Background: an optimization exercise with open tools, aiming at small area and a short achievable clock period. Do not read the settings as production practice. In this exercise RTL edits were held to simulation tests only and were not proved equivalent to the original. The flow treats the clock pin as an ideal source, which a real chip does not have. Power and IR drop assume default switching activity.

**flow/design.v**
```verilog
`timescale 1ns / 1ps
module fa(input a, b, c, output s, co);
    assign s = a ^ b ^ c;
    assign co = (a & b) | (a & c) | (b & c);
endmodule
module ha(input a, b, output s, co);
    assign s = a ^ b;
    assign co = a & b;
endmodule
module Optimized_Wallace(
    input clk, rst,
    input [15:0] A, B,
    output reg [31:0] PRODUCT
);
    reg [15:0] ra;
    reg rb15;
    reg one0;
    reg two0;
    reg neg0;
    reg one1;
    reg two1;
    reg neg1;
    reg one2;
    reg two2;
    reg neg2;
    reg one3;
    reg two3;
    reg neg3;
    reg one4;
    reg two4;
    reg neg4;
    reg one5;
    reg two5;
    reg neg5;
    reg one6;
    reg two6;
    reg neg6;
    reg one7;
    reg two7;
    reg neg7;
    reg [92:0] r2;
    reg [54:0] r3;
    reg v1, v2, v3;
    wire pp1 = ((one0 & ra[0])) ^ neg0;
    wire pp2 = ((one0 & ra[1]) | (two0 & ra[0])) ^ neg0;
    wire pp3 = ((one0 & ra[2]) | (two0 & ra[1])) ^ neg0;
    wire pp4 = ((one0 & ra[3]) | (two0 & ra[2])) ^ neg0;
    wire pp5 = ((one0 & ra[4]) | (two0 & ra[3])) ^ neg0;
    wire pp6 = ((one0 & ra[5]) | (two0 & ra[4])) ^ neg0;
    wire pp7 = ((one0 & ra[6]) | (two0 & ra[5])) ^ neg0;
    wire pp8 = ((one0 & ra[7]) | (two0 & ra[6])) ^ neg0;
    wire pp9 = ((one0 & ra[8]) | (two0 & ra[7])) ^ neg0;
    wire pp10 = ((one0 & ra[9]) | (two0 & ra[8])) ^ neg0;
    wire pp11 = ((one0 & ra[10]) | (two0 & ra[9])) ^ neg0;
    wire pp12 = ((one0 & ra[11]) | (two0 & ra[10])) ^ neg0;
    wire pp13 = ((one0 & ra[12]) | (two0 & ra[11])) ^ neg0;
    wire pp14 = ((one0 & ra[13]) | (two0 & ra[12])) ^ neg0;
    wire pp15 = ((one0 & ra[14]) | (two0 & ra[13])) ^ neg0;
    wire pp16 = ((one0 & ra[15]) | (two0 & ra[14])) ^ neg0;
    wire pp17 = ((two0 & ra[15])) ^ neg0;
    wire ns18 = ~neg0;
    wire pp19 = ((one1 & ra[0])) ^ neg1;
    wire pp20 = ((one1 & ra[1]) | (two1 & ra[0])) ^ neg1;
    wire pp21 = ((one1 & ra[2]) | (two1 & ra[1])) ^ neg1;
    wire pp22 = ((one1 & ra[3]) | (two1 & ra[2])) ^ neg1;
    wire pp23 = ((one1 & ra[4]) | (two1 & ra[3])) ^ neg1;
    wire pp24 = ((one1 & ra[5]) | (two1 & ra[4])) ^ neg1;
    wire pp25 = ((one1 & ra[6]) | (two1 & ra[5])) ^ neg1;
    wire pp26 = ((one1 & ra[7]) | (two1 & ra[6])) ^ neg1;
    wire pp27 = ((one1 & ra[8]) | (two1 & ra[7])) ^ neg1;
    wire pp28 = ((one1 & ra[9]) | (two1 & ra[8])) ^ neg1;
    wire pp29 = ((one1 & ra[10]) | (two1 & ra[9])) ^ neg1;
    wire pp30 = ((one1 & ra[11]) | (two1 & ra[10])) ^ neg1;
    wire pp31 = ((one1 & ra[12]) | (two1 & ra[11])) ^ neg1;
    wire pp32 = ((one1 & ra[13]) | (two1 & ra[12])) ^ neg1;
    wire pp33 = ((one1 & ra[14]) | (two1 & ra[13])) ^ neg1;
    wire pp34 = ((one1 & ra[15]) | (two1 & ra[14])) ^ neg1;
    wire pp35 = ((two1 & ra[15])) ^ neg1;
    wire ns36 = ~neg1;
    wire pp37 = ((one2 & ra[0])) ^ neg2;
    wire pp38 = ((one2 & ra[1]) | (two2 & ra[0])) ^ neg2;
    wire pp39 = ((one2 & ra[2]) | (two2 & ra[1])) ^ neg2;
    wire pp40 = ((one2 & ra[3]) | (two2 & ra[2])) ^ neg2;
    wire pp41 = ((one2 & ra[4]) | (two2 & ra[3])) ^ neg2;
    wire pp42 = ((one2 & ra[5]) | (two2 & ra[4])) ^ neg2;
    wire pp43 = ((one2 & ra[6]) | (two2 & ra[5])) ^ neg2;
    wire pp44 = ((one2 & ra[7]) | (two2 & ra[6])) ^ neg2;
    wire pp45 = ((one2 & ra[8]) | (two2 & ra[7])) ^ neg2;
    wire pp46 = ((one2 & ra[9]) | (two2 & ra[8])) ^ neg2;
    wire pp47 = ((one2 & ra[10]) | (two2 & ra[9])) ^ neg2;
    wire pp48 = ((one2 & ra[11]) | (two2 & ra[10])) ^ neg2;
    wire pp49 = ((one2 & ra[12]) | (two2 & ra[11])) ^ neg2;
    wire pp50 = ((one2 & ra[13]) | (two2 & ra[12])) ^ neg2;
    wire pp51 = ((one2 & ra[14]) | (two2 & ra[13])) ^ neg2;
    wire pp52 = ((one2 & ra[15]) | (two2 & ra[14])) ^ neg2;
    wire pp53 = ((two2 & ra[15])) ^ neg2;
    wire ns54 = ~neg2;
    wire pp55 = ((one3 & ra[0])) ^ neg3;
    wire pp56 = ((one3 & ra[1]) | (two3 & ra[0])) ^ neg3;
    wire pp57 = ((one3 & ra[2]) | (two3 & ra[1])) ^ neg3;
    wire pp58 = ((one3 & ra[3]) | (two3 & ra[2])) ^ neg3;
    wire pp59 = ((one3 & ra[4]) | (two3 & ra[3])) ^ neg3;
    wire pp60 = ((one3 & ra[5]) | (two3 & ra[4])) ^ neg3;
    wire pp61 = ((one3 & ra[6]) | (two3 & ra[5])) ^ neg3;
    wire pp62 = ((one3 & ra[7]) | (two3 & ra[6])) ^ neg3;
    wire pp63 = ((one3 & ra[8]) | (two3 & ra[7])) ^ neg3;
    wire pp64 = ((one3 & ra[9]) | (two3 & ra[8])) ^ neg3;
    wire pp65 = ((one3 & ra[10]) | (two3 & ra[9])) ^ neg3;
    wire pp66 = ((one3 & ra[11]) | (two3 & ra[10])) ^ neg3;
    wire pp67 = ((one3 & ra[12]) | (two3 & ra[11])) ^ neg3;
    wire pp68 = ((one3 & ra[13]) | (two3 & ra[12])) ^ neg3;
    wire pp69 = ((one3 & ra[14]) | (two3 & ra[13])) ^ neg3;
    wire pp70 = ((one3 & ra[15]) | (two3 & ra[14])) ^ neg3;
    wire pp71 = ((two3 & ra[15])) ^ neg3;
    wire ns72 = ~neg3;
    wire pp73 = ((one4 & ra[0])) ^ neg4;
    wire pp74 = ((one4 & ra[1]) | (two4 & ra[0])) ^ neg4;
    wire pp75 = ((one4 & ra[2]) | (two4 & ra[1])) ^ neg4;
    wire pp76 = ((one4 & ra[3]) | (two4 & ra[2])) ^ neg4;
    wire pp77 = ((one4 & ra[4]) | (two4 & ra[3])) ^ neg4;
    wire pp78 = ((one4 & ra[5]) | (two4 & ra[4])) ^ neg4;
    wire pp79 = ((one4 & ra[6]) | (two4 & ra[5])) ^ neg4;
    wire pp80 = ((one4 & ra[7]) | (two4 & ra[6])) ^ neg4;
    wire pp81 = ((one4 & ra[8]) | (two4 & ra[7])) ^ neg4;
    wire pp82 = ((one4 & ra[9]) | (two4 & ra[8])) ^ neg4;
    wire pp83 = ((one4 & ra[10]) | (two4 & ra[9])) ^ neg4;
    wire pp84 = ((one4 & ra[11]) | (two4 & ra[10])) ^ neg4;
    wire pp85 = ((one4 & ra[12]) | (two4 & ra[11])) ^ neg4;
    wire pp86 = ((one4 & ra[13]) | (two4 & ra[12])) ^ neg4;
    wire pp87 = ((one4 & ra[14]) | (two4 & ra[13])) ^ neg4;
    wire pp88 = ((one4 & ra[15]) | (two4 & ra[14])) ^ neg4;
    wire pp89 = ((two4 & ra[15])) ^ neg4;
    wire ns90 = ~neg4;
    wire pp91 = ((one5 & ra[0])) ^ neg5;
    wire pp92 = ((one5 & ra[1]) | (two5 & ra[0])) ^ neg5;
    wire pp93 = ((one5 & ra[2]) | (two5 & ra[1])) ^ neg5;
    wire pp94 = ((one5 & ra[3]) | (two5 & ra[2])) ^ neg5;
    wire pp95 = ((one5 & ra[4]) | (two5 & ra[3])) ^ neg5;
    wire pp96 = ((one5 & ra[5]) | (two5 & ra[4])) ^ neg5;
    wire pp97 = ((one5 & ra[6]) | (two5 & ra[5])) ^ neg5;
    wire pp98 = ((one5 & ra[7]) | (two5 & ra[6])) ^ neg5;
    wire pp99 = ((one5 & ra[8]) | (two5 & ra[7])) ^ neg5;
    wire pp100 = ((one5 & ra[9]) | (two5 & ra[8])) ^ neg5;
    wire pp101 = ((one5 & ra[10]) | (two5 & ra[9])) ^ neg5;
    wire pp102 = ((one5 & ra[11]) | (two5 & ra[10])) ^ neg5;
    wire pp103 = ((one5 & ra[12]) | (two5 & ra[11])) ^ neg5;
    wire pp104 = ((one5 & ra[13]) | (two5 & ra[12])) ^ neg5;
    wire pp105 = ((one5 & ra[14]) | (two5 & ra[13])) ^ neg5;
    wire pp106 = ((one5 & ra[15]) | (two5 & ra[14])) ^ neg5;
    wire pp107 = ((two5 & ra[15])) ^ neg5;
    wire ns108 = ~neg5;
    wire pp109 = ((one6 & ra[0])) ^ neg6;
    wire pp110 = ((one6 & ra[1]) | (two6 & ra[0])) ^ neg6;
    wire pp111 = ((one6 & ra[2]) | (two6 & ra[1])) ^ neg6;
    wire pp112 = ((one6 & ra[3]) | (two6 & ra[2])) ^ neg6;
    wire pp113 = ((one6 & ra[4]) | (two6 & ra[3])) ^ neg6;
    wire pp114 = ((one6 & ra[5]) | (two6 & ra[4])) ^ neg6;
    wire pp115 = ((one6 & ra[6]) | (two6 & ra[5])) ^ neg6;
    wire pp116 = ((one6 & ra[7]) | (two6 & ra[6])) ^ neg6;
    wire pp117 = ((one6 & ra[8]) | (two6 & ra[7])) ^ neg6;
    wire pp118 = ((one6 & ra[9]) | (two6 & ra[8])) ^ neg6;
    wire pp119 = ((one6 & ra[10]) | (two6 & ra[9])) ^ neg6;
    wire pp120 = ((one6 & ra[11]) | (two6 & ra[10])) ^ neg6;
    wire pp121 = ((one6 & ra[12]) | (two6 & ra[11])) ^ neg6;
    wire pp122 = ((one6 & ra[13]) | (two6 & ra[12])) ^ neg6;
    wire pp123 = ((one6 & ra[14]) | (two6 & ra[13])) ^ neg6;
    wire pp124 = ((one6 & ra[15]) | (two6 & ra[14])) ^ neg6;
    wire pp125 = ((two6 & ra[15])) ^ neg6;
    wire ns126 = ~neg6;
    wire pp127 = ((one7 & ra[0])) ^ neg7;
    wire pp128 = ((one7 & ra[1]) | (two7 & ra[0])) ^ neg7;
    wire pp129 = ((one7 & ra[2]) | (two7 & ra[1])) ^ neg7;
    wire pp130 = ((one7 & ra[3]) | (two7 & ra[2])) ^ neg7;
    wire pp131 = ((one7 & ra[4]) | (two7 & ra[3])) ^ neg7;
    wire pp132 = ((one7 & ra[5]) | (two7 & ra[4])) ^ neg7;
    wire pp133 = ((one7 & ra[6]) | (two7 & ra[5])) ^ neg7;
    wire pp134 = ((one7 & ra[7]) | (two7 & ra[6])) ^ neg7;
    wire pp135 = ((one7 & ra[8]) | (two7 & ra[7])) ^ neg7;
    wire pp136 = ((one7 & ra[9]) | (two7 & ra[8])) ^ neg7;
    wire pp137 = ((one7 & ra[10]) | (two7 & ra[9])) ^ neg7;
    wire pp138 = ((one7 & ra[11]) | (two7 & ra[10])) ^ neg7;
    wire pp139 = ((one7 & ra[12]) | (two7 & ra[11])) ^ neg7;
    wire pp140 = ((one7 & ra[13]) | (two7 & ra[12])) ^ neg7;
    wire pp141 = ((one7 & ra[14]) | (two7 & ra[13])) ^ neg7;
    wire pp142 = ((one7 & ra[15]) | (two7 & ra[14])) ^ neg7;
    wire pp143 = ((two7 & ra[15])) ^ neg7;
    wire ns144 = ~neg7;
    wire pp145 = rb15 & ra[0];
    wire pp146 = rb15 & ra[1];
    wire pp147 = rb15 & ra[2];
    wire pp148 = rb15 & ra[3];
    wire pp149 = rb15 & ra[4];
    wire pp150 = rb15 & ra[5];
    wire pp151 = rb15 & ra[6];
    wire pp152 = rb15 & ra[7];
    wire pp153 = rb15 & ra[8];
    wire pp154 = rb15 & ra[9];
    wire pp155 = rb15 & ra[10];
    wire pp156 = rb15 & ra[11];
    wire pp157 = rb15 & ra[12];
    wire pp158 = rb15 & ra[13];
    wire pp159 = rb15 & ra[14];
    wire pp160 = rb15 & ra[15];
    wire s161, c162;
    fa u_s161 (.a(pp3), .b(pp19), .c(neg1), .s(s161), .co(c162));
    wire s163, c164;
    fa u_s163 (.a(pp5), .b(pp21), .c(pp37), .s(s163), .co(c164));
    wire s165, c166;
    fa u_s165 (.a(pp6), .b(pp22), .c(pp38), .s(s165), .co(c166));
    wire s167, c168;
    fa u_s167 (.a(pp7), .b(pp23), .c(pp39), .s(s167), .co(c168));
    wire s169, c170;
    fa u_s169 (.a(pp8), .b(pp24), .c(pp40), .s(s169), .co(c170));
    wire s171, c172;
    fa u_s171 (.a(pp9), .b(pp25), .c(pp41), .s(s171), .co(c172));
    wire s173, c174;
    fa u_s173 (.a(pp57), .b(pp73), .c(neg4), .s(s173), .co(c174));
    wire s175, c176;
    fa u_s175 (.a(pp10), .b(pp26), .c(pp42), .s(s175), .co(c176));
    wire s177, c178;
    fa u_s177 (.a(pp11), .b(pp27), .c(pp43), .s(s177), .co(c178));
    wire s179, c180;
    fa u_s179 (.a(pp59), .b(pp75), .c(pp91), .s(s179), .co(c180));
    wire s181, c182;
    fa u_s181 (.a(pp12), .b(pp28), .c(pp44), .s(s181), .co(c182));
    wire s183, c184;
    fa u_s183 (.a(pp60), .b(pp76), .c(pp92), .s(s183), .co(c184));
    wire s185, c186;
    fa u_s185 (.a(pp13), .b(pp29), .c(pp45), .s(s185), .co(c186));
    wire s187, c188;
    fa u_s187 (.a(pp61), .b(pp77), .c(pp93), .s(s187), .co(c188));
    wire s189, c190;
    fa u_s189 (.a(pp14), .b(pp30), .c(pp46), .s(s189), .co(c190));
    wire s191, c192;
    fa u_s191 (.a(pp62), .b(pp78), .c(pp94), .s(s191), .co(c192));
    wire s193, c194;
    fa u_s193 (.a(pp15), .b(pp31), .c(pp47), .s(s193), .co(c194));
    wire s195, c196;
    fa u_s195 (.a(pp63), .b(pp79), .c(pp95), .s(s195), .co(c196));
    wire s197, c198;
    fa u_s197 (.a(pp111), .b(pp127), .c(neg7), .s(s197), .co(c198));
    wire s199, c200;
    fa u_s199 (.a(pp16), .b(pp32), .c(pp48), .s(s199), .co(c200));
    wire s201, c202;
    fa u_s201 (.a(pp64), .b(pp80), .c(pp96), .s(s201), .co(c202));
    wire s203, c204;
    ha u_s203 (.a(pp112), .b(pp128), .s(s203), .co(c204));
    wire s205, c206;
    fa u_s205 (.a(pp17), .b(pp33), .c(pp49), .s(s205), .co(c206));
    wire s207, c208;
    fa u_s207 (.a(pp65), .b(pp81), .c(pp97), .s(s207), .co(c208));
    wire s209, c210;
    fa u_s209 (.a(pp113), .b(pp129), .c(pp145), .s(s209), .co(c210));
    wire s211, c212;
    fa u_s211 (.a(neg0), .b(pp34), .c(pp50), .s(s211), .co(c212));
    wire s213, c214;
    fa u_s213 (.a(pp66), .b(pp82), .c(pp98), .s(s213), .co(c214));
    wire s215, c216;
    fa u_s215 (.a(pp114), .b(pp130), .c(pp146), .s(s215), .co(c216));
    wire s217, c218;
    fa u_s217 (.a(neg0), .b(pp35), .c(pp51), .s(s217), .co(c218));
    wire s219, c220;
    fa u_s219 (.a(pp67), .b(pp83), .c(pp99), .s(s219), .co(c220));
    wire s221, c222;
    fa u_s221 (.a(pp115), .b(pp131), .c(pp147), .s(s221), .co(c222));
    wire s223, c224;
    fa u_s223 (.a(ns18), .b(ns36), .c(pp52), .s(s223), .co(c224));
    wire s225, c226;
    fa u_s225 (.a(pp68), .b(pp84), .c(pp100), .s(s225), .co(c226));
    wire s227, c228;
    fa u_s227 (.a(pp116), .b(pp132), .c(pp148), .s(s227), .co(c228));
    wire s229 = ~(pp53 ^ pp69);
    wire c230 = pp53 | pp69;
    wire s231, c232;
    fa u_s231 (.a(pp85), .b(pp101), .c(pp117), .s(s231), .co(c232));
    wire s233, c234;
    ha u_s233 (.a(pp133), .b(pp149), .s(s233), .co(c234));
    wire s235, c236;
    fa u_s235 (.a(ns54), .b(pp70), .c(pp86), .s(s235), .co(c236));
    wire s237, c238;
    fa u_s237 (.a(pp102), .b(pp118), .c(pp134), .s(s237), .co(c238));
    wire s239 = ~(pp71 ^ pp87);
    wire c240 = pp71 | pp87;
    wire s241, c242;
    fa u_s241 (.a(pp103), .b(pp119), .c(pp135), .s(s241), .co(c242));
    wire s243, c244;
    fa u_s243 (.a(ns72), .b(pp88), .c(pp104), .s(s243), .co(c244));
    wire s245, c246;
    fa u_s245 (.a(pp120), .b(pp136), .c(pp152), .s(s245), .co(c246));
    wire s247 = ~(pp89 ^ pp105);
    wire c248 = pp89 | pp105;
    wire s249, c250;
    fa u_s249 (.a(pp121), .b(pp137), .c(pp153), .s(s249), .co(c250));
    wire s251, c252;
    fa u_s251 (.a(ns90), .b(pp106), .c(pp122), .s(s251), .co(c252));
    wire s253 = ~(pp107 ^ pp123);
    wire c254 = pp107 | pp123;
    wire s255, c256;
    fa u_s255 (.a(ns108), .b(pp124), .c(pp140), .s(s255), .co(c256));
    wire s257 = ~(pp125 ^ pp141);
    wire c258 = pp125 | pp141;
    wire s259, c260;
    fa u_s259 (.a(ns126), .b(pp142), .c(pp158), .s(s259), .co(c260));
    wire s261 = ~(pp143 ^ pp159);
    wire c262 = pp143 | pp159;
    wire s263, c264;
    fa u_s263 (.a(c162), .b(pp4), .c(pp20), .s(s263), .co(c264));
    wire s265, c266;
    fa u_s265 (.a(c166), .b(s167), .c(pp55), .s(s265), .co(c266));
    wire s267, c268;
    fa u_s267 (.a(c168), .b(s169), .c(pp56), .s(s267), .co(c268));
    wire s269, c270;
    fa u_s269 (.a(c170), .b(s171), .c(s173), .s(s269), .co(c270));
    wire s271, c272;
    fa u_s271 (.a(c172), .b(c174), .c(s175), .s(s271), .co(c272));
    wire s273, c274;
    fa u_s273 (.a(c176), .b(s177), .c(s179), .s(s273), .co(c274));
    wire s275, c276;
    fa u_s275 (.a(c178), .b(c180), .c(s181), .s(s275), .co(c276));
    wire s277, c278;
    fa u_s277 (.a(c182), .b(c184), .c(s185), .s(s277), .co(c278));
    wire s279, c280;
    fa u_s279 (.a(s187), .b(pp109), .c(neg6), .s(s279), .co(c280));
    wire s281, c282;
    fa u_s281 (.a(c186), .b(c188), .c(s189), .s(s281), .co(c282));
    wire s283, c284;
    ha u_s283 (.a(s191), .b(pp110), .s(s283), .co(c284));
    wire s285, c286;
    fa u_s285 (.a(c190), .b(c192), .c(s193), .s(s285), .co(c286));
    wire s287, c288;
    ha u_s287 (.a(s195), .b(s197), .s(s287), .co(c288));
    wire s289, c290;
    fa u_s289 (.a(c194), .b(c196), .c(c198), .s(s289), .co(c290));
    wire s291, c292;
    fa u_s291 (.a(s199), .b(s201), .c(s203), .s(s291), .co(c292));
    wire s293, c294;
    fa u_s293 (.a(c200), .b(c202), .c(c204), .s(s293), .co(c294));
    wire s295, c296;
    fa u_s295 (.a(s205), .b(s207), .c(s209), .s(s295), .co(c296));
    wire s297, c298;
    fa u_s297 (.a(c206), .b(c208), .c(c210), .s(s297), .co(c298));
    wire s299, c300;
    fa u_s299 (.a(s211), .b(s213), .c(s215), .s(s299), .co(c300));
    wire s301, c302;
    fa u_s301 (.a(c212), .b(c214), .c(c216), .s(s301), .co(c302));
    wire s303, c304;
    fa u_s303 (.a(s217), .b(s219), .c(s221), .s(s303), .co(c304));
    wire s305, c306;
    fa u_s305 (.a(c218), .b(c220), .c(c222), .s(s305), .co(c306));
    wire s307, c308;
    fa u_s307 (.a(s223), .b(s225), .c(s227), .s(s307), .co(c308));
    wire s309, c310;
    fa u_s309 (.a(c224), .b(c226), .c(c228), .s(s309), .co(c310));
    wire s311, c312;
    fa u_s311 (.a(s229), .b(s231), .c(s233), .s(s311), .co(c312));
    wire s313, c314;
    fa u_s313 (.a(c230), .b(c232), .c(c234), .s(s313), .co(c314));
    wire s315, c316;
    fa u_s315 (.a(s235), .b(s237), .c(pp150), .s(s315), .co(c316));
    wire s317, c318;
    fa u_s317 (.a(c236), .b(c238), .c(s239), .s(s317), .co(c318));
    wire s319, c320;
    ha u_s319 (.a(s241), .b(pp151), .s(s319), .co(c320));
    wire s321, c322;
    fa u_s321 (.a(c240), .b(c242), .c(s243), .s(s321), .co(c322));
    wire s323, c324;
    fa u_s323 (.a(c244), .b(c246), .c(s247), .s(s323), .co(c324));
    wire s325, c326;
    fa u_s325 (.a(c248), .b(c250), .c(s251), .s(s325), .co(c326));
    wire s327, c328;
    fa u_s327 (.a(c252), .b(s253), .c(pp139), .s(s327), .co(c328));
    wire s329, c330;
    fa u_s329 (.a(c254), .b(s255), .c(pp156), .s(s329), .co(c330));
    wire s331, c332;
    fa u_s331 (.a(c256), .b(s257), .c(pp157), .s(s331), .co(c332));
    wire s333, c334;
    fa u_s333 (.a(c262), .b(ns144), .c(pp160), .s(s333), .co(c334));
    wire s335, c336;
    fa u_s335 (.a(r2[5]), .b(r2[6]), .c(r2[7]), .s(s335), .co(c336));
    wire s337, c338;
    fa u_s337 (.a(r2[16]), .b(r2[17]), .c(r2[18]), .s(s337), .co(c338));
    wire s339, c340;
    fa u_s339 (.a(r2[20]), .b(r2[21]), .c(r2[22]), .s(s339), .co(c340));
    wire s341, c342;
    fa u_s341 (.a(r2[23]), .b(r2[24]), .c(r2[25]), .s(s341), .co(c342));
    wire s343, c344;
    fa u_s343 (.a(r2[26]), .b(r2[27]), .c(r2[28]), .s(s343), .co(c344));
    wire s345, c346;
    fa u_s345 (.a(r2[29]), .b(r2[30]), .c(r2[31]), .s(s345), .co(c346));
    wire s347, c348;
    fa u_s347 (.a(r2[33]), .b(r2[34]), .c(r2[35]), .s(s347), .co(c348));
    wire s349, c350;
    fa u_s349 (.a(r2[37]), .b(r2[38]), .c(r2[39]), .s(s349), .co(c350));
    wire s351, c352;
    fa u_s351 (.a(r2[41]), .b(r2[42]), .c(r2[43]), .s(s351), .co(c352));
    wire s353, c354;
    fa u_s353 (.a(r2[45]), .b(r2[46]), .c(r2[47]), .s(s353), .co(c354));
    wire s355, c356;
    fa u_s355 (.a(r2[49]), .b(r2[50]), .c(r2[51]), .s(s355), .co(c356));
    wire s357, c358;
    fa u_s357 (.a(r2[53]), .b(r2[54]), .c(r2[55]), .s(s357), .co(c358));
    wire s359, c360;
    fa u_s359 (.a(r2[57]), .b(r2[58]), .c(r2[59]), .s(s359), .co(c360));
    wire s361, c362;
    fa u_s361 (.a(r2[61]), .b(r2[62]), .c(r2[63]), .s(s361), .co(c362));
    wire s363, c364;
    fa u_s363 (.a(r2[65]), .b(r2[66]), .c(r2[67]), .s(s363), .co(c364));
    wire s365, c366;
    fa u_s365 (.a(r2[69]), .b(r2[70]), .c(r2[71]), .s(s365), .co(c366));
    wire s367, c368;
    fa u_s367 (.a(r2[73]), .b(r2[74]), .c(r2[75]), .s(s367), .co(c368));
    wire s369, c370;
    fa u_s369 (.a(r2[76]), .b(r2[77]), .c(r2[78]), .s(s369), .co(c370));
    wire s371, c372;
    fa u_s371 (.a(r2[80]), .b(r2[81]), .c(r2[82]), .s(s371), .co(c372));
    wire s373, c374;
    fa u_s373 (.a(r2[87]), .b(r2[88]), .c(r2[89]), .s(s373), .co(c374));
    wire s375, c376;
    fa u_s375 (.a(c336), .b(r2[8]), .c(r2[9]), .s(s375), .co(c376));
    wire s377, c378;
    ha u_s377 (.a(r2[10]), .b(r2[11]), .s(s377), .co(c378));
    wire s379, c380;
    ha u_s379 (.a(r2[12]), .b(r2[13]), .s(s379), .co(c380));
    wire s381, c382;
    ha u_s381 (.a(r2[14]), .b(r2[15]), .s(s381), .co(c382));
    wire s383, c384;
    ha u_s383 (.a(s337), .b(r2[19]), .s(s383), .co(c384));
    wire s385, c386;
    ha u_s385 (.a(c338), .b(s339), .s(s385), .co(c386));
    wire s387, c388;
    ha u_s387 (.a(c340), .b(s341), .s(s387), .co(c388));
    wire s389, c390;
    ha u_s389 (.a(c342), .b(s343), .s(s389), .co(c390));
    wire s391, c392;
    fa u_s391 (.a(c344), .b(s345), .c(r2[32]), .s(s391), .co(c392));
    wire s393, c394;
    fa u_s393 (.a(c346), .b(s347), .c(r2[36]), .s(s393), .co(c394));
    wire s395, c396;
    fa u_s395 (.a(c348), .b(s349), .c(r2[40]), .s(s395), .co(c396));
    wire s397, c398;
    fa u_s397 (.a(c350), .b(s351), .c(r2[44]), .s(s397), .co(c398));
    wire s399, c400;
    fa u_s399 (.a(c352), .b(s353), .c(r2[48]), .s(s399), .co(c400));
    wire s401, c402;
    fa u_s401 (.a(c354), .b(s355), .c(r2[52]), .s(s401), .co(c402));
    wire s403, c404;
    fa u_s403 (.a(c356), .b(s357), .c(r2[56]), .s(s403), .co(c404));
    wire s405, c406;
    fa u_s405 (.a(c358), .b(s359), .c(r2[60]), .s(s405), .co(c406));
    wire s407, c408;
    fa u_s407 (.a(c360), .b(s361), .c(r2[64]), .s(s407), .co(c408));
    wire s409, c410;
    fa u_s409 (.a(c362), .b(s363), .c(r2[68]), .s(s409), .co(c410));
    wire s411, c412;
    fa u_s411 (.a(c364), .b(s365), .c(r2[72]), .s(s411), .co(c412));
    wire s413, c414;
    ha u_s413 (.a(c366), .b(s367), .s(s413), .co(c414));
    wire s415, c416;
    fa u_s415 (.a(c368), .b(s369), .c(r2[79]), .s(s415), .co(c416));
    wire s417, c418;
    ha u_s417 (.a(c370), .b(s371), .s(s417), .co(c418));
    wire s419, c420;
    fa u_s419 (.a(c372), .b(r2[83]), .c(r2[84]), .s(s419), .co(c420));
    wire s421, c422;
    ha u_s421 (.a(r2[85]), .b(r2[86]), .s(s421), .co(c422));
    wire s423, c424;
    fa u_s423 (.a(c374), .b(r2[90]), .c(r2[91]), .s(s423), .co(c424));
    wire g425, p426;
    ha u_p426 (.a(r2[0]), .b(r2[1]), .s(p426), .co(g425));
    wire g427, p428;
    ha u_p428 (.a(c376), .b(s377), .s(p428), .co(g427));
    wire g429, p430;
    ha u_p430 (.a(c378), .b(s379), .s(p430), .co(g429));
    wire g431, p432;
    ha u_p432 (.a(c380), .b(s381), .s(p432), .co(g431));
    wire g433, p434;
    ha u_p434 (.a(c382), .b(s383), .s(p434), .co(g433));
    wire g435, p436;
    ha u_p436 (.a(c384), .b(s385), .s(p436), .co(g435));
    wire g437, p438;
    ha u_p438 (.a(c386), .b(s387), .s(p438), .co(g437));
    wire g439, p440;
    ha u_p440 (.a(c388), .b(s389), .s(p440), .co(g439));
    wire g441, p442;
    ha u_p442 (.a(c390), .b(s391), .s(p442), .co(g441));
    wire g443, p444;
    ha u_p444 (.a(c392), .b(s393), .s(p444), .co(g443));
    wire g445, p446;
    ha u_p446 (.a(c394), .b(s395), .s(p446), .co(g445));
    wire g447, p448;
    ha u_p448 (.a(c396), .b(s397), .s(p448), .co(g447));
    wire g449, p450;
    ha u_p450 (.a(c398), .b(s399), .s(p450), .co(g449));
    wire g451, p452;
    ha u_p452 (.a(c400), .b(s401), .s(p452), .co(g451));
    wire g453, p454;
    ha u_p454 (.a(c402), .b(s403), .s(p454), .co(g453));
    wire g455, p456;
    ha u_p456 (.a(c404), .b(s405), .s(p456), .co(g455));
    wire g457, p458;
    ha u_p458 (.a(c406), .b(s407), .s(p458), .co(g457));
    wire g459, p460;
    ha u_p460 (.a(c408), .b(s409), .s(p460), .co(g459));
    wire g461, p462;
    ha u_p462 (.a(c410), .b(s411), .s(p462), .co(g461));
    wire g463, p464;
    ha u_p464 (.a(c412), .b(s413), .s(p464), .co(g463));
    wire g465, p466;
    ha u_p466 (.a(c414), .b(s415), .s(p466), .co(g465));
    wire g467, p468;
    ha u_p468 (.a(c416), .b(s417), .s(p468), .co(g467));
    wire g469, p470;
    ha u_p470 (.a(c418), .b(s419), .s(p470), .co(g469));
    wire g471, p472;
    ha u_p472 (.a(c420), .b(s421), .s(p472), .co(g471));
    wire g473, p474;
    ha u_p474 (.a(c422), .b(s373), .s(p474), .co(g473));
    wire g475, p476;
    ha u_p476 (.a(c424), .b(r2[92]), .s(p476), .co(g475));
    wire t477 = p426 | g425;
    wire t478 = p428 | g427;
    wire t479 = p430 | g429;
    wire t480 = p432 | g431;
    wire t481 = p434 | g433;
    wire G482 = 1'b0 | (r2[2] & g425);
    wire P483 = r2[2] & t477;
    wire G484 = 1'b0 | (r2[4] & 1'b0);
    wire P485 = r2[4] & r2[3];
    wire G486 = 1'b0 | (s375 & 1'b0);
    wire P487 = s375 & s335;
    wire G488 = g429 | (t479 & g427);
    wire P489 = t479 & t478;
    wire G490 = g433 | (t481 & g431);
    wire P491 = t481 & t480;
    wire G492 = 1'b0 | (r2[3] & G482);
    wire P493 = r2[3] & P483;
    wire G494 = G484 | (P485 & G482);
    wire P495 = P485 & P483;
    wire G496 = g427 | (t478 & G486);
    wire P497 = t478 & P487;
    wire G498 = G488 | (P489 & G486);
    wire P499 = P489 & P487;
    wire G500 = 1'b0 | (s335 & G494);
    wire P501 = s335 & P495;
    wire G502 = G486 | (P487 & G494);
    wire P503 = P487 & P495;
    wire G504 = G496 | (P497 & G494);
    wire P505 = P497 & P495;
    wire G506 = G498 | (P499 & G494);
    wire P507 = P499 & P495;
    wire G508 = g431 | (t480 & G506);
    wire P509 = t480 & P507;
    wire G510 = G490 | (P491 & G506);
    wire P511 = P491 & P507;
    wire sum512 = p426;
    wire sum513 = r2[2] ^ g425;
    wire sum514 = r2[3] ^ G482;
    wire sum515 = r2[4] ^ G492;
    wire sum516 = s335 ^ G494;
    wire sum517 = s375 ^ G500;
    wire sum518 = p428 ^ G502;
    wire sum519 = p430 ^ G504;
    wire sum520 = p432 ^ G506;
    wire sum521 = p434 ^ G508;
    wire t522 = r3[11] | r3[12];
    wire t523 = r3[13] | r3[14];
    wire t524 = r3[15] | r3[16];
    wire t525 = r3[17] | r3[18];
    wire t526 = r3[19] | r3[20];
    wire t527 = r3[21] | r3[22];
    wire t528 = r3[23] | r3[24];
    wire t529 = r3[25] | r3[26];
    wire t530 = r3[27] | r3[28];
    wire t531 = r3[29] | r3[30];
    wire t532 = r3[31] | r3[32];
    wire t533 = r3[33] | r3[34];
    wire t534 = r3[35] | r3[36];
    wire t535 = r3[37] | r3[38];
    wire t536 = r3[39] | r3[40];
    wire t537 = r3[41] | r3[42];
    wire t538 = r3[43] | r3[44];
    wire t539 = r3[45] | r3[46];
    wire t540 = r3[47] | r3[48];
    wire t541 = r3[49] | r3[50];
    wire t542 = r3[51] | r3[52];
    wire t543 = r3[53] | r3[54];
    wire g544 = r3[12] | (r3[11] & r3[10]);
    wire G545 = r3[14] | (t523 & g544);
    wire P546 = t523 & t522;
    wire G547 = r3[18] | (t525 & r3[16]);
    wire P548 = t525 & t524;
    wire G549 = r3[22] | (t527 & r3[20]);
    wire P550 = t527 & t526;
    wire G551 = r3[26] | (t529 & r3[24]);
    wire P552 = t529 & t528;
    wire G553 = r3[30] | (t531 & r3[28]);
    wire P554 = t531 & t530;
    wire G555 = r3[34] | (t533 & r3[32]);
    wire P556 = t533 & t532;
    wire G557 = r3[38] | (t535 & r3[36]);
    wire P558 = t535 & t534;
    wire G559 = r3[42] | (t537 & r3[40]);
    wire P560 = t537 & t536;
    wire G561 = r3[46] | (t539 & r3[44]);
    wire P562 = t539 & t538;
    wire G563 = r3[50] | (t541 & r3[48]);
    wire P564 = t541 & t540;
    wire G565 = r3[54] | (t543 & r3[52]);
    wire P566 = t543 & t542;
    wire G567 = G547 | (P548 & G545);
    wire P568 = P548 & P546;
    wire G569 = G551 | (P552 & G549);
    wire P570 = P552 & P550;
    wire G571 = G555 | (P556 & G553);
    wire P572 = P556 & P554;
    wire G573 = G559 | (P560 & G557);
    wire P574 = P560 & P558;
    wire G575 = G563 | (P564 & G561);
    wire P576 = P564 & P562;
    wire G577 = G569 | (P570 & G567);
    wire P578 = P570 & P568;
    wire G579 = G573 | (P574 & G571);
    wire P580 = P574 & P572;
    wire G581 = G579 | (P580 & G577);
    wire P582 = P580 & P578;
    wire G583 = G571 | (P572 & G577);
    wire P584 = P572 & P578;
    wire G585 = G575 | (P576 & G581);
    wire P586 = P576 & P582;
    wire G587 = G549 | (P550 & G567);
    wire P588 = P550 & P568;
    wire G589 = G553 | (P554 & G577);
    wire P590 = P554 & P578;
    wire G591 = G557 | (P558 & G583);
    wire P592 = P558 & P584;
    wire G593 = G561 | (P562 & G581);
    wire P594 = P562 & P582;
    wire G595 = G565 | (P566 & G585);
    wire P596 = P566 & P586;
    wire G597 = r3[16] | (t524 & G545);
    wire P598 = t524 & P546;
    wire G599 = r3[20] | (t526 & G567);
    wire P600 = t526 & P568;
    wire G601 = r3[24] | (t528 & G587);
    wire P602 = t528 & P588;
    wire G603 = r3[28] | (t530 & G577);
    wire P604 = t530 & P578;
    wire G605 = r3[32] | (t532 & G589);
    wire P606 = t532 & P590;
    wire G607 = r3[36] | (t534 & G583);
    wire P608 = t534 & P584;
    wire G609 = r3[40] | (t536 & G591);
    wire P610 = t536 & P592;
    wire G611 = r3[44] | (t538 & G581);
    wire P612 = t538 & P582;
    wire G613 = r3[48] | (t540 & G593);
    wire P614 = t540 & P594;
    wire G615 = r3[52] | (t542 & G585);
    wire P616 = t542 & P586;
    wire sum617 = r3[11] ^ r3[10];
    wire sum618 = r3[13] ^ g544;
    wire sum619 = r3[15] ^ G545;
    wire sum620 = r3[17] ^ G597;
    wire sum621 = r3[19] ^ G567;
    wire sum622 = r3[21] ^ G599;
    wire sum623 = r3[23] ^ G587;
    wire sum624 = r3[25] ^ G601;
    wire sum625 = r3[27] ^ G577;
    wire sum626 = r3[29] ^ G603;
    wire sum627 = r3[31] ^ G589;
    wire sum628 = r3[33] ^ G605;
    wire sum629 = r3[35] ^ G583;
    wire sum630 = r3[37] ^ G607;
    wire sum631 = r3[39] ^ G591;
    wire sum632 = r3[41] ^ G609;
    wire sum633 = r3[43] ^ G581;
    wire sum634 = r3[45] ^ G611;
    wire sum635 = r3[47] ^ G593;
    wire sum636 = r3[49] ^ G613;
    wire sum637 = r3[51] ^ G585;
    wire sum638 = r3[53] ^ G615;
    wire [31:0] sum = {sum638, sum637, sum636, sum635, sum634, sum633, sum632, sum631, sum630, sum629, sum628, sum627, sum626, sum625, sum624, sum623, sum622, sum621, sum620, sum619, sum618, sum617, r3[9], r3[8], r3[7], r3[6], r3[5], r3[4], r3[3], r3[2], r3[1], r3[0]};
    always @(posedge clk or posedge rst) begin
        if (rst) begin
            v1 <= 1'b0; v2 <= 1'b0; v3 <= 1'b0;
            PRODUCT <= 32'd0;
        end else begin
            v1 <= 1'b1; v2 <= v1; v3 <= v2;
            PRODUCT <= sum & {32{v3}};
        end
    end
    always @(posedge clk) begin
        ra <= A;
        rb15 <= B[15];
        one0 <= B[0] ^ 1'b0;
        two0 <= (B[1] & ~B[0] & ~1'b0) | (~B[1] & B[0] & 1'b0);
        neg0 <= B[1] & ~(B[0] & 1'b0);
        one1 <= B[2] ^ B[1];
        two1 <= (B[3] & ~B[2] & ~B[1]) | (~B[3] & B[2] & B[1]);
        neg1 <= B[3] & ~(B[2] & B[1]);
        one2 <= B[4] ^ B[3];
        two2 <= (B[5] & ~B[4] & ~B[3]) | (~B[5] & B[4] & B[3]);
        neg2 <= B[5] & ~(B[4] & B[3]);
        one3 <= B[6] ^ B[5];
        two3 <= (B[7] & ~B[6] & ~B[5]) | (~B[7] & B[6] & B[5]);
        neg3 <= B[7] & ~(B[6] & B[5]);
        one4 <= B[8] ^ B[7];
        two4 <= (B[9] & ~B[8] & ~B[7]) | (~B[9] & B[8] & B[7]);
        neg4 <= B[9] & ~(B[8] & B[7]);
        one5 <= B[10] ^ B[9];
        two5 <= (B[11] & ~B[10] & ~B[9]) | (~B[11] & B[10] & B[9]);
        neg5 <= B[11] & ~(B[10] & B[9]);
        one6 <= B[12] ^ B[11];
        two6 <= (B[13] & ~B[12] & ~B[11]) | (~B[13] & B[12] & B[11]);
        neg6 <= B[13] & ~(B[12] & B[11]);
        one7 <= B[14] ^ B[13];
        two7 <= (B[15] & ~B[14] & ~B[13]) | (~B[15] & B[14] & B[13]);
        neg7 <= B[15] & ~(B[14] & B[13]);
        r2 <= {s333, s261, c260, s259, c258, c332, s331, c330, s329, c328, pp155, s327, c326, pp154, pp138, s325, c324, s249, s323, c322, s245, s321, c320, c318, s319, s317, c316, c314, s315, s313, c312, c310, s311, s309, c308, c306, s307, s305, c304, c302, s303, s301, c300, c298, s299, s297, c296, c294, s295, s293, c292, c290, s291, s289, c288, c286, s287, s285, c284, c282, s283, s281, c280, c278, s279, s277, c276, s183, s275, c274, neg5, s273, c272, pp74, pp58, s271, c270, s269, c268, s267, c266, neg3, s265, s165, c164, neg2, s163, c264, s263, s161, pp2, neg0, pp1};
        r3 <= {g475, p476, 1'b0, s423, g473, p474, g471, p472, g469, p470, g467, p468, g465, p466, g463, p464, g461, p462, g459, p460, g457, p458, g455, p456, g453, p454, g451, p452, g449, p450, g447, p448, g445, p446, g443, p444, g441, p442, g439, p440, g437, p438, g435, p436, G510, sum521, sum520, sum519, sum518, sum517, sum516, sum515, sum514, sum513, sum512};
    end
endmodule
```
**flow/flow/run.sh**
```bash
#!/bin/bash
set -euo pipefail
export BUFFER_PORTS_ARGS="-buffer_cell sky130_fd_sc_hd__buf_1"
bash standard.sh cts > flow_cts.log 2>&1
export RES=$PWD/orfs/results/sky130hd/Optimized_Wallace/base
export PLATFORM_DIR=$FLOW_HOME/platforms/sky130hd
export SKEW_PLAN=$PWD/flow/plan.tcl
openroad -no_splash -exit flow/skew.tcl > skew_eco.log 2>&1
bash standard.sh finish > flow_make.log 2>&1
```
**flow/flow/plan.tcl**
```tcl
branch r1 {ra* rb15* one* two* neg*} {clkbuf_16} 2
branch r2 {r2*} {clkbuf_4 clkbuf_16} 4
branch r3 {r3*} {clkbuf_4 clkbuf_4 clkbuf_4 clkbuf_16} 2
branch prod {PRODUCT*} {clkbuf_4 clkbuf_4 clkbuf_4 clkbuf_4 clkbuf_4 clkbuf_16} 1
```
**flow/flow/skew.tcl**
```tcl
set res $::env(RES)
read_lef $::env(PLATFORM_DIR)/lef/sky130_fd_sc_hd.tlef
read_lef $::env(PLATFORM_DIR)/lef/sky130_fd_sc_hd_merged.lef
read_liberty $::env(PLATFORM_DIR)/lib/sky130_fd_sc_hd__tt_025C_1v80.lib
read_db $res/4_cts.odb
read_sdc $res/4_cts.sdc
source $::env(PLATFORM_DIR)/setRC.tcl
set db [ord::get_db]
set block [ord::get_db_block]
set root [$block findNet clknet_0_clk]

proc master {n} { return [[ord::get_db] findMaster sky130_fd_sc_hd__$n] }
set uid 0
proc newbuf {type innet x y} {
  global block uid
  incr uid
  set inst [odb::dbInst_create $block [master $type] "cksk_buf_$uid"]
  set net [odb::dbNet_create $block "cksk_net_$uid"]
  $net setSigType CLOCK
  [$inst findITerm A] connect $innet
  [$inst findITerm X] connect $net
  $inst setLocation [expr int($x)] [expr int($y)]
  $inst setPlacementStatus PLACED
  return $net
}
proc flops {pats} {
  global block
  set out {}
  foreach inst [$block getInsts] {
    set n [$inst getName]
    foreach p $pats { if {[string match $p $n]} { lappend out $inst; break } }
  }
  return $out
}
proc centroid {insts} {
  set sx 0; set sy 0
  foreach i $insts { set b [$i getBBox]; set sx [expr $sx + [$b xMin]]; set sy [expr $sy + [$b yMin]] }
  set n [llength $insts]
  return [list [expr $sx / $n] [expr $sy / $n]]
}
# chain: list of buffer types from the root; the last one is repeated per leaf cluster
proc branch {name pats chain nleaf} {
  global root
  set fl [flops $pats]
  set fl [lsort -command {apply {{a b} {expr {[[$a getBBox] xMin] - [[$b getBBox] xMin]}}}} $fl]
  set c [centroid $fl]
  set net $root
  if {![llength $chain]} {
    foreach f $fl { set it [$f findITerm CLK]; $it disconnect; $it connect $root }
    puts "branch $name: [llength $fl] flops on the root net"
    return
  }
  foreach t [lrange $chain 0 end-1] { set net [newbuf $t $net [lindex $c 0] [lindex $c 1]] }
  set per [expr {([llength $fl] + $nleaf - 1) / $nleaf}]
  for {set k 0} {$k < $nleaf} {incr k} {
    set grp [lrange $fl [expr $k*$per] [expr ($k+1)*$per - 1]]
    if {![llength $grp]} continue
    set cc [centroid $grp]
    set leaf [newbuf [lindex $chain end] $net [lindex $cc 0] [lindex $cc 1]]
    foreach f $grp {
      set it [$f findITerm CLK]
      $it disconnect
      $it connect $leaf
    }
  }
  puts "branch $name: [llength $fl] flops, chain $chain x $nleaf"
}
source $::env(SKEW_PLAN)
# remove clock buffers left without sinks
set changed 1
while {$changed} {
  set changed 0
  foreach inst [$block getInsts] {
    set m [[$inst getMaster] getName]
    if {![string match "*clkbuf*" $m] && ![string match "*clkinv*" $m]} continue
    set x [$inst findITerm X]
    if {$x eq "NULL"} { set x [$inst findITerm Y] }
    if {$x eq "NULL"} continue
    set n [$x getNet]
    if {$n eq "NULL"} continue
    if {[llength [$n getITerms]] <= 1 && [llength [$n getBTerms]] == 0} {
      puts "removing [$inst getName]"
      odb::dbInst_destroy $inst
      odb::dbNet_destroy $n
      set changed 1
    }
  }
}
detailed_placement
check_placement
estimate_parasitics -placement
set_propagated_clock [all_clocks]
catch { report_checks -path_delay max -group_path_count 3 -format end }
catch { report_clock_skew }
foreach p {ra[0]* one0* r2[0]* r3[0]* PRODUCT[0]* v1*} {
  catch { foreach pin [get_pins -quiet $p/CLK] { puts "latency [get_full_name $pin] [get_property $pin arrival_max_rise]" } }
}
write_db $res/4_cts.odb
```
**flow/standard.sh**
```bash
#!/bin/bash
# synth_recipe.tcl (not shown) runs the flow's synth.tcl, then flattens the netlist and writes it again
# the make line also repeats each setting of config.mk as NAME=value (left out here)
make -C /OpenROAD-flow-scripts/flow DESIGN_CONFIG=/design/flow/config.mk WORK_HOME=/design/flow/orfs CLKGATE_MAP_FILE= SYNTH_SCRIPT=/design/flow/synth_recipe.tcl "${@:-finish}"
```
**flow/config.mk**
```make
export PLATFORM = sky130hd
export DESIGN_NAME = Optimized_Wallace
export DESIGN_NICKNAME = Optimized_Wallace
export VERILOG_FILES = /design/flow/design.v
export SDC_FILE = /design/flow/constraint.sdc
export NUM_CORES = 4
export LEC_CHECK = 0
export CAP_MARGIN = 20
export CORE_MARGIN = 2
export CORE_UTILIZATION = 60
export CTS_BUF_LIST = sky130_fd_sc_hd__clkbuf_16
export CTS_CLUSTER_DIAMETER = 100
export CTS_CLUSTER_SIZE = 25
export SETUP_SLACK_MARGIN = 1.4
export SLEW_MARGIN = 20
export SYNTH_HIERARCHICAL = 1
export SYNTH_MINIMUM_KEEP_SIZE = 0
export TNS_END_PERCENT = 0
```
**flow/constraint.sdc**
```tcl
create_clock -name core_clock -period 3.0 [get_ports {clk}]
set_input_delay 0.6000 -clock core_clock [delete_from_list [all_inputs] [get_ports {clk}]]
set_output_delay 0.6000 -clock core_clock [all_outputs]
set_load 0.01 [all_outputs]
```
==> impl_results.md, run 1 <==
* Final hold vios at 0
* Worst path depth at 1
* Slowest stage cell on the critical path: dfrtp_1
* Top cells by count, synth: 187 x dfxtp_1, 148 x xnor2_1, 120 x a22oi_1
* Wire length per cell at 20.06 um
* Drt pass-1 iters at 6
* Die Ht at 141.0 um
* Clock Path Buffers at 3
* Highest Clock Rate at 493.9 MHz
* FF-to-FF path depth at 8
* WP data required at 2400 ps
* WP buf/inv at 1
* HPWL Detailed at 16.68 mm
* Vias per inst at 5.776
* Row Count at 50
* WHS at ~260 ps
* Design Power at around 0.012 W
* Post-Layout Inst Area at 12,290 sq um
* Avg Cell Area, Syn at 11.87 sq um
* Gr usage total at 25.63%
* H-Tree Depth at 1
* Fill count at 1,435
* Max incr delay on CP at 390 ps
* Final setup vio count at 0
* Synthesized instance count at 948
* Pins Over Slew Limit at 0
* DP Area at 11,620 sq um
* Post-route antenna net violation count at 0
* Vias in the first global route at 7,354
* YS warnings at 7
* Die width at about 140 um
* GP Congestion at 0.9266
* Unrepaired setup endpoints after global routing: yes
* Share of the synthesized area in the top cell type at around a third
* P_leak at 4.909 nW
* CTS root buf: clkbuf_16
* Diodes inserted at 0
* Vias at 7,001
* DRC violation total after the first TritonRoute iteration at 594
* Dominant synthesized flop cell: dfxtp_1
* Antenna violations before repair at 0
* Die Area at 19,870 sq um
* Startpoint types: register
* TritonCTS clock tree: done
* Register area share after synthesis at 41.05%
* Top-count cell post-synth: dfxtp_1
* Number of CTS-inserted buffers at 12
* Initial Utilization at between 60% and 70%
* Number of synthesized flops with an enable pin at 0
* Core Region at 18,580 sq um
* Final period utilization at about two thirds
* Setup crit end kind: output port
* Grt total ovfl at 0
* Nets at around 1,200
* Clk latency of the worst-skew pair at 920 ps
* Final wirelength at 24.31 mm
* Hold path cells at 1
* Clock transition at path regs at 110 ps
* Seq cells post-synth at 222
* Syn_nets at 1,152
* Num ports at 66
* PortBufs at 65
* Unique masters post-synth at 46
* Synth-to-layout area growth at 9.251%
* Final worst slack at slightly below 1000 ps
* Crit-path cells: clkbuf_2
* Pre-CTS WS at slightly above 500 ps
* Cell Pwr Density at 968.9 nW/um^2
* CP Max Fanout at 1
* Least-Margin Pin Slew at 686.2 ps
* Worst min-delay path category: register to register
* Slew HR at 54.25%
* Top post-synthesis cells by area: dfxtp_1 33%, fa_1 20%, xnor2_1 12%, a22oi_1 8.0%, dfrtp_1 7.8%
* Crit path arrival time at between 1000 and 1500 ps
* Max-Cap Viols at 0
* Sinks on Clock Net at 222
* Layout cells sized above 1 at approximately 10%
* Peak VDD IR at roughly 0.55 mV
* Setup Skew at 457.5 ps
* Final min period at between 2000 and 2500 ps
* Crit Path Category: register to output port
* Yosys top cell by area: dfxtp_1
* Largest net degree at the start of global routing at 36
* Setup TNS at 0 ps
* Netlist Area Pre-Place at between 10,000 and 15,000 sq um
* First-pass GRT wire length at 39.28 mm
* DR DRC count at 0
* Status: finished clean
* CP delay by family, top: flip-flops
* Post-synth ARST share at 15.77%
-- cells in the final DEF (no fill, tap or decap), types with 4 or more instances in the layout --
master | netlist | routed
dfxtp_1 | 187 | 152
xnor2_1 | 148 | 147
a22oi_1 | 120 | 119
fa_1 | 111 | 109
buf_1 | 3 | 64
ha_1 | 59 | 57
dfrtp_1 | 35 | 35
inv_1 | 28 | 32
and2_1 | 28 | 28
nand2_1 | 26 | 26
dfxtp_2 | 0 | 19
o21ai_0 | 20 | 18
clkbuf_16 | 0 | 18
dfxtp_4 | 0 | 16
buf_4 | 0 | 16
nor2_1 | 13 | 13
nand2b_1 | 12 | 12
a21oi_1 | 11 | 11
nor2b_1 | 9 | 9
clkbuf_4 | 0 | 9
nand3b_1 | 7 | 7
nor3_1 | 6 | 6
o21bai_1 | 4 | 4
mux2i_1 | 4 | 4
o21a_1 | 4 | 4
xor2_1 | 4 | 4
-- per-module statistics from Yosys, one instance, submodules excluded --
module / flops+latches / cell area (sq um)
Optimized_Wallace: 222 / 8518
fa: 0 / 20.02
ha: 0 / 12.51
-- registers in the layout, summed over array words and instances, names as in the netlist, 16 cells and up --
| name | cells |
|---|---|
| ra | 16 |
| r3 | 53 |
| r2 | 93 |
| PRODUCT | 32 |
-- cell families after synthesis --
group	synth area share, %
buf+inv	3.736
compound gates	11.35
simple gates	5.337
other cells	0.03332
flops	41.05
mux	0.3558
fa+ha+maj	26.31
xor+xnor	11.83
-- what timing repair did --
item	CTS	global route
setup endpoints to repair	124	124
resized for setup	53	1
buffers inserted	3	0
pin swaps	5	0
endpoints found under the hold margin	0	32
hold buffers	0	1
-- power breakdown --
part,switching [W],total [W],internal [W],leakage [nW]
clock,0.00104,0.00224,0.00120,0.288
combinational,0.00247,0.00482,0.00235,2.59
sequential,0.000741,0.00485,0.00411,2.03
total,0.00425,0.0119,0.00766,4.91
-- through the flow --
| step | util, % | cells |
|---|---|---|
| after global placement | 62.53 | 1176 |
| after detailed placement | 62.53 | 1176 |
| after floorplan | - | 948 |
| after CTS | 65.07 | 1197 |
| final | 66.17 | 1212 |
| after global routing | 66.17 | 1212 |
-- final timing paths --
path / slack [ps] / from / endpoint
worst min-delay path: 260 / r3[0]$_DFF_P_ / PRODUCT[0]$_DFF_PP0_
max in group asynchronous: 1960 / rst / v2$_DFF_PP0_
worst max-delay path: 980 / PRODUCT[29]$_DFF_PP0_ / PRODUCT[29]
min in group asynchronous: 280 / rst / PRODUCT[24]$_DFF_PP0_
worst min register to register: 260 / r3[0]$_DFF_P_ / PRODUCT[0]$_DFF_PP0_
worst max register to register: 1070 / r2[5]$_DFF_P_ / r3[10]$_DFF_P_
-- worst register-to-register path: stages, from the launching register on --
cell and delay [ps]:
dfxtp_1 330, fa_2 390, fa_2 400, ha_4 240, a41oi_2 150, nor2b_1 80, o21a_1 180, o21ai_0 140
nand2b_1 70
-- layer usage --
layer | vias to the layer above | GRT usage, % | wire (um)
met5 | - | 0 | 0
met4 | 0 | 8.789 | 574
met3 | 61 | 6.590 | 2104
met1 | 3407 | 35.36 | 10620
li1 | 3204 | - | -
met2 | 329 | 39.82 | 11010
-- area by class of cell --
cell class / instances / area, sq um / share of cell area, %
Multi-Input combinational cell: 614 / 6280 / 51.08
Sequential cell: 222 / 4703 / 38.26
Timing Repair Buffer: 82 / 375.4 / 3.053
Buffer: 18 / 292.8 / 2.381
Tap cell: 234 / 292.8 / 2.381
Clock buffer: 9 / 225.2 / 1.832
Inverter: 28 / 105.1 / 0.8549
Clock inverter: 5 / 20.02 / 0.1628
==> run 2: changes to the inputs <==
==> flow/flow/plan.tcl (replaced) <==
branch r1 {ra* rb15* one* two* neg*} {clkbuf_16} 2
branch r2 {r2*} {clkbuf_4 clkbuf_4 clkbuf_16} 4
branch r3 {r3*} {clkbuf_4 clkbuf_4 clkbuf_4 clkbuf_4 clkbuf_16} 2
branch prod {PRODUCT*} {clkbuf_4 clkbuf_4 clkbuf_4 clkbuf_4 clkbuf_4 clkbuf_4 clkbuf_16} 1
==> impl_results.md, run 2 <==
* Status: finished clean
* CP Max Fanout at 1 (unchanged)
* Unrepaired setup endpoints after global routing: yes
* Number of synthesized flops with an enable pin at 0 (unchanged)
* Sinks on Clock Net at 222 (unchanged)
* Die Area at 19,870 sq um (unchanged)
* Setup TNS at 0 ps (unchanged)
* Wire length per cell at 20.12 um (+0.31%)
* Number of CTS-inserted buffers at 12 (unchanged)
* Xor/xnor cell area share of the yosys netlist at 11.83% (unchanged)
* Highest Clock Rate at 467.2 MHz (-5.4%)
* DRC violation total after the first TritonRoute iteration at 689 (+16%)
* Main combinational cell family by area after synthesis: adder cells
* YS warnings at 7 (unchanged)
* Cell Pwr Density at 973.7 nW/um^2 (+0.50%)
* Dominant synthesized flop cell: dfxtp_1
* Worst min-delay path category: input pin to asynchronous set/reset pin
* Grt total ovfl at 0 (unchanged)
* Final setup vio count at 0 (unchanged)
* Pins Over Slew Limit at 0 (unchanged)
* Most frequent cells in the layout: 152 x dfxtp_1, 147 x xnor2_1, 119 x a22oi_1
* Clock Path Buffers at 3 (unchanged)
* Final worst slack at 859.4 ps (-115.9 ps)
* Crit-path cells: clkbuf_2
* TritonCTS clock tree: done
* Number of flip-flops in the largest register at 93 (unchanged)
* Final min period at 2141 ps (+115.9 ps)
* DR DRC count at 0 (unchanged)
* Initial Utilization at 60.57% (unchanged)
* Drt pass-1 iters at 5 (-1)
* Top Usage Layer GRT: met2
* Vias at 7,023 (+0.31%)
* Setup crit end kind: output port
* Die Ht at 141.0 um (unchanged)
* Nets at 1,181 (+0.25%)
* Vias in the first global route at 7,372 (+0.24%)
* Crit Path Category: register to output port
* Met3 GRT Util at 6.080% (-0.51 points)
* Die width at 141.0 um (unchanged)
* CP delay by family, top: flip-flops
* H-Tree Depth at 1 (unchanged)
* Slowest stage cell on the critical path: dfrtp_1
* GP Congestion at 0.9266 (unchanged)
* GR Util met1 at 36.00% (+0.63 points)
* Synth-to-layout area growth at 9.473%
* Pre-CTS WS at 510.9 ps (unchanged)
* Netlist Area Pre-Place at 11,250 sq um (unchanged)
* Slew HR at 54.09% (-0.17 points)
* Synthesized instance count at 948 (unchanged)
* Mux cell area share after synthesis at 0.3558% (unchanged)
* Row Count at 50 (unchanged)
* Post-synth ARST share at 15.77% (unchanged)
* Setup Skew at 568.0 ps (+110.5 ps)
* Top post-synthesis cells by area: dfxtp_1 33%, fa_1 20%, xnor2_1 12%, a22oi_1 8.0%, dfrtp_1 7.8%
* HPWL Detailed at 16.68 mm (unchanged)
* PortBufs at 65 (unchanged)
* Adder-Cell Fraction of Synth Area at 26.31% (unchanged)
* Most flops, register: r2
* Avg Cell Area, Syn at 11.87 sq um (unchanged)
* Commonest non-fill, non-tap cell in the layout: dfxtp_1
* Top-count cell post-synth: dfxtp_1
* Unique masters post-synth at 46 (unchanged)
* Core Region at 18,580 sq um (unchanged)
* Yosys top cell by area: dfxtp_1
* WHS at 157.9 ps (-102.1 ps)
* Post-route antenna net violation count at 0 (unchanged)
* Share of the synthesized area in the top cell type at 33.27% (unchanged)
* Max incr delay on CP at 380 ps (about the same)
* Seq cells post-synth at 222 (unchanged)
* First-pass GRT wire length at 39.43 mm (+0.39%)
* Final wirelength at 24.46 mm (+0.64%)
* Gr usage total at 25.77% (+0.14 points)
* Post-synthesis compound-gate area fraction at 11.35% (unchanged)
* Clock transition at path regs at 110 ps (about the same)
* WP data required at 2400 ps (about the same)
* Num ports at 66 (unchanged)
* Clk latency of the worst-skew pair at 1030 ps (+110 ps)
* Crit path arrival time at 1540 ps (+120 ps)
* Top cells by count, synth: 187 x dfxtp_1, 148 x xnor2_1, 120 x a22oi_1
* Layout cells sized above 1 at 9.990% (+0.28 points)
* Max-Cap Viols at 0 (unchanged)
* Final period utilization at 71.35% (+3.9 points)
* Largest registers: r2 (93), r3 (53), PRODUCT (32)
* Vias per inst at 5.775 (about the same)
* Least-Margin Pin Slew at 688.7 ps (+2.523 ps)
* Register area share after synthesis at 41.05% (unchanged)
* Antenna violations before repair at 1 (+1)
* Largest net degree at the start of global routing at 36 (unchanged)
* Peak VDD IR at 0.5491 mV (-0.25%)
* Startpoint types: register
* FF-to-FF path depth at 9 (+1)
* WP buf/inv at 1 (unchanged)
* P_leak at 4.923 nW (+0.28%)
* Simple-gate share of the synthesized area at 5.337% (unchanged)
* Syn_nets at 1,152 (unchanged)
* Final hold vios at 0 (unchanged)
* GR Util met2 at 39.87% (+0.051 points)
* CTS root buf: clkbuf_16
* Worst path depth at 1 (unchanged)
## run 2: path summary, 6_finish.rpt
path / from / to / slack, ps
worst max-delay path: PRODUCT[29]$_DFF_PP0_ / PRODUCT[29] / 860
worst min-delay path: rst / PRODUCT[24]$_DFF_PP0_ / 160
worst max register to register: r3[37]$_DFF_P_ / PRODUCT[31]$_DFF_PP0_ / 1070
worst min register to register: neg3$_DFF_P_ / r2[11]$_DFF_P_ / 260
max in group asynchronous: rst / v2$_DFF_PP0_ / 1970
min in group core_clock: neg3$_DFF_P_ / r2[11]$_DFF_P_ / 260
## run 2: layout make-up
| cell class | instances | area, sq um |
|---|---|---|
| antenna | 1 | 2.502 |
| buffer | 21 | 315.3 |
| clock buffer | 9 | 225.2 |
| clock inverter | 5 | 20.02 |
| fill | 1432 | 6261 |
| inverter | 28 | 105.1 |
| multi-input combinational | 614 | 6280 |
| sequential | 222 | 4703 |
| tap | 234 | 292.8 |
| timing repair buffer | 82 | 375.4 |
## run 2: stage by stage
stage / power (W) / instance area (sq um) / cells / util, %
detailed placement: 0.009625 / 11620 / 1176 / 62.53
global placement: 0.009394 / 11620 / 1176 / 62.53
finish: 0.01200 / 12320 / 1216 / 66.30
global route: 0.01309 / 12320 / 1216 / 66.30
CTS: 0.01146 / 12090 / 1197 / 65.07
floorplan: 0.008094 / 11460 / 948 / -
## run 2: power breakdown
group          switching, W  leakage (nW)  internal, W
Sequential         0.000746          2.03      0.00411
Clock               0.00107         0.302      0.00124
Combinational       0.00247          2.59      0.00236
## run 2: what timing repair did
item,4_1_cts,5_1_grt
endpoints found under the setup margin,124,120
setup buffers,3,0
pin swaps,5,0
hold buffers,0,1
endpoints found under the hold margin,0,32
resized for setup,53,1
## run 2: Yosys stat by module (local to each module, per instance)
module	flip-flops and latches	copies in the design	area (sq um)
Optimized_Wallace	222	1	8518
ha	0	41	12.51
fa	0	111	20.02
## run 2: kinds of logic after synthesis
family | count (synthesis)
AO/OA/AOI/OAI | 177
XOR/XNOR | 152
adder cells (fa/ha/maj) | 170
buffers and inverters | 112
flip-flops | 222
multiplexers | 4
other | 1
AND/OR/NAND/NOR | 110
## run 2: per-layer routing
layer | vias to the layer above | wire length, um
met4 | 0 | 551
li1 | 3207 | -
met1 | 3412 | 10800
met5 | - | 0
met3 | 62 | 1978
met2 | 342 | 11130

port drivers added, routing unchanged:
No port has a modelled driver above. Below, the same layouts with a new extraction and two added sets of constraints.
Step 1 (the two cells are an assumption about what drives the block):
set clk [get_ports {clk}]
set_driving_cell -lib_cell sky130_fd_sc_hd__clkbuf_16 $clk
set_driving_cell -lib_cell sky130_fd_sc_hd__buf_2 [delete_from_list [all_inputs] $clk]
Step 2, shift: input delay + t, output delay - t, t = (earliest + latest rising clock arrival at the registers) / 2. This alone moves slack from input paths to output paths.
Three values: no drivers, after step 1, after step 2; two values: the first two.
run	t (ns)	setup WS [ns]	hold slack, ns	clock arrival spread, ns
run 1	0.668	0.975 / 0.930 / 1.069	0.260 / 0.250 / 0.260	0.587 / 0.588
run 2	0.730	0.859 / 0.814 / 1.068	0.158 / 0.131 / 0.258	0.700 / 0.701
Clock arrivals are far apart in run 1 and run 2, so t is only a midpoint there and step 2 fits no single register.
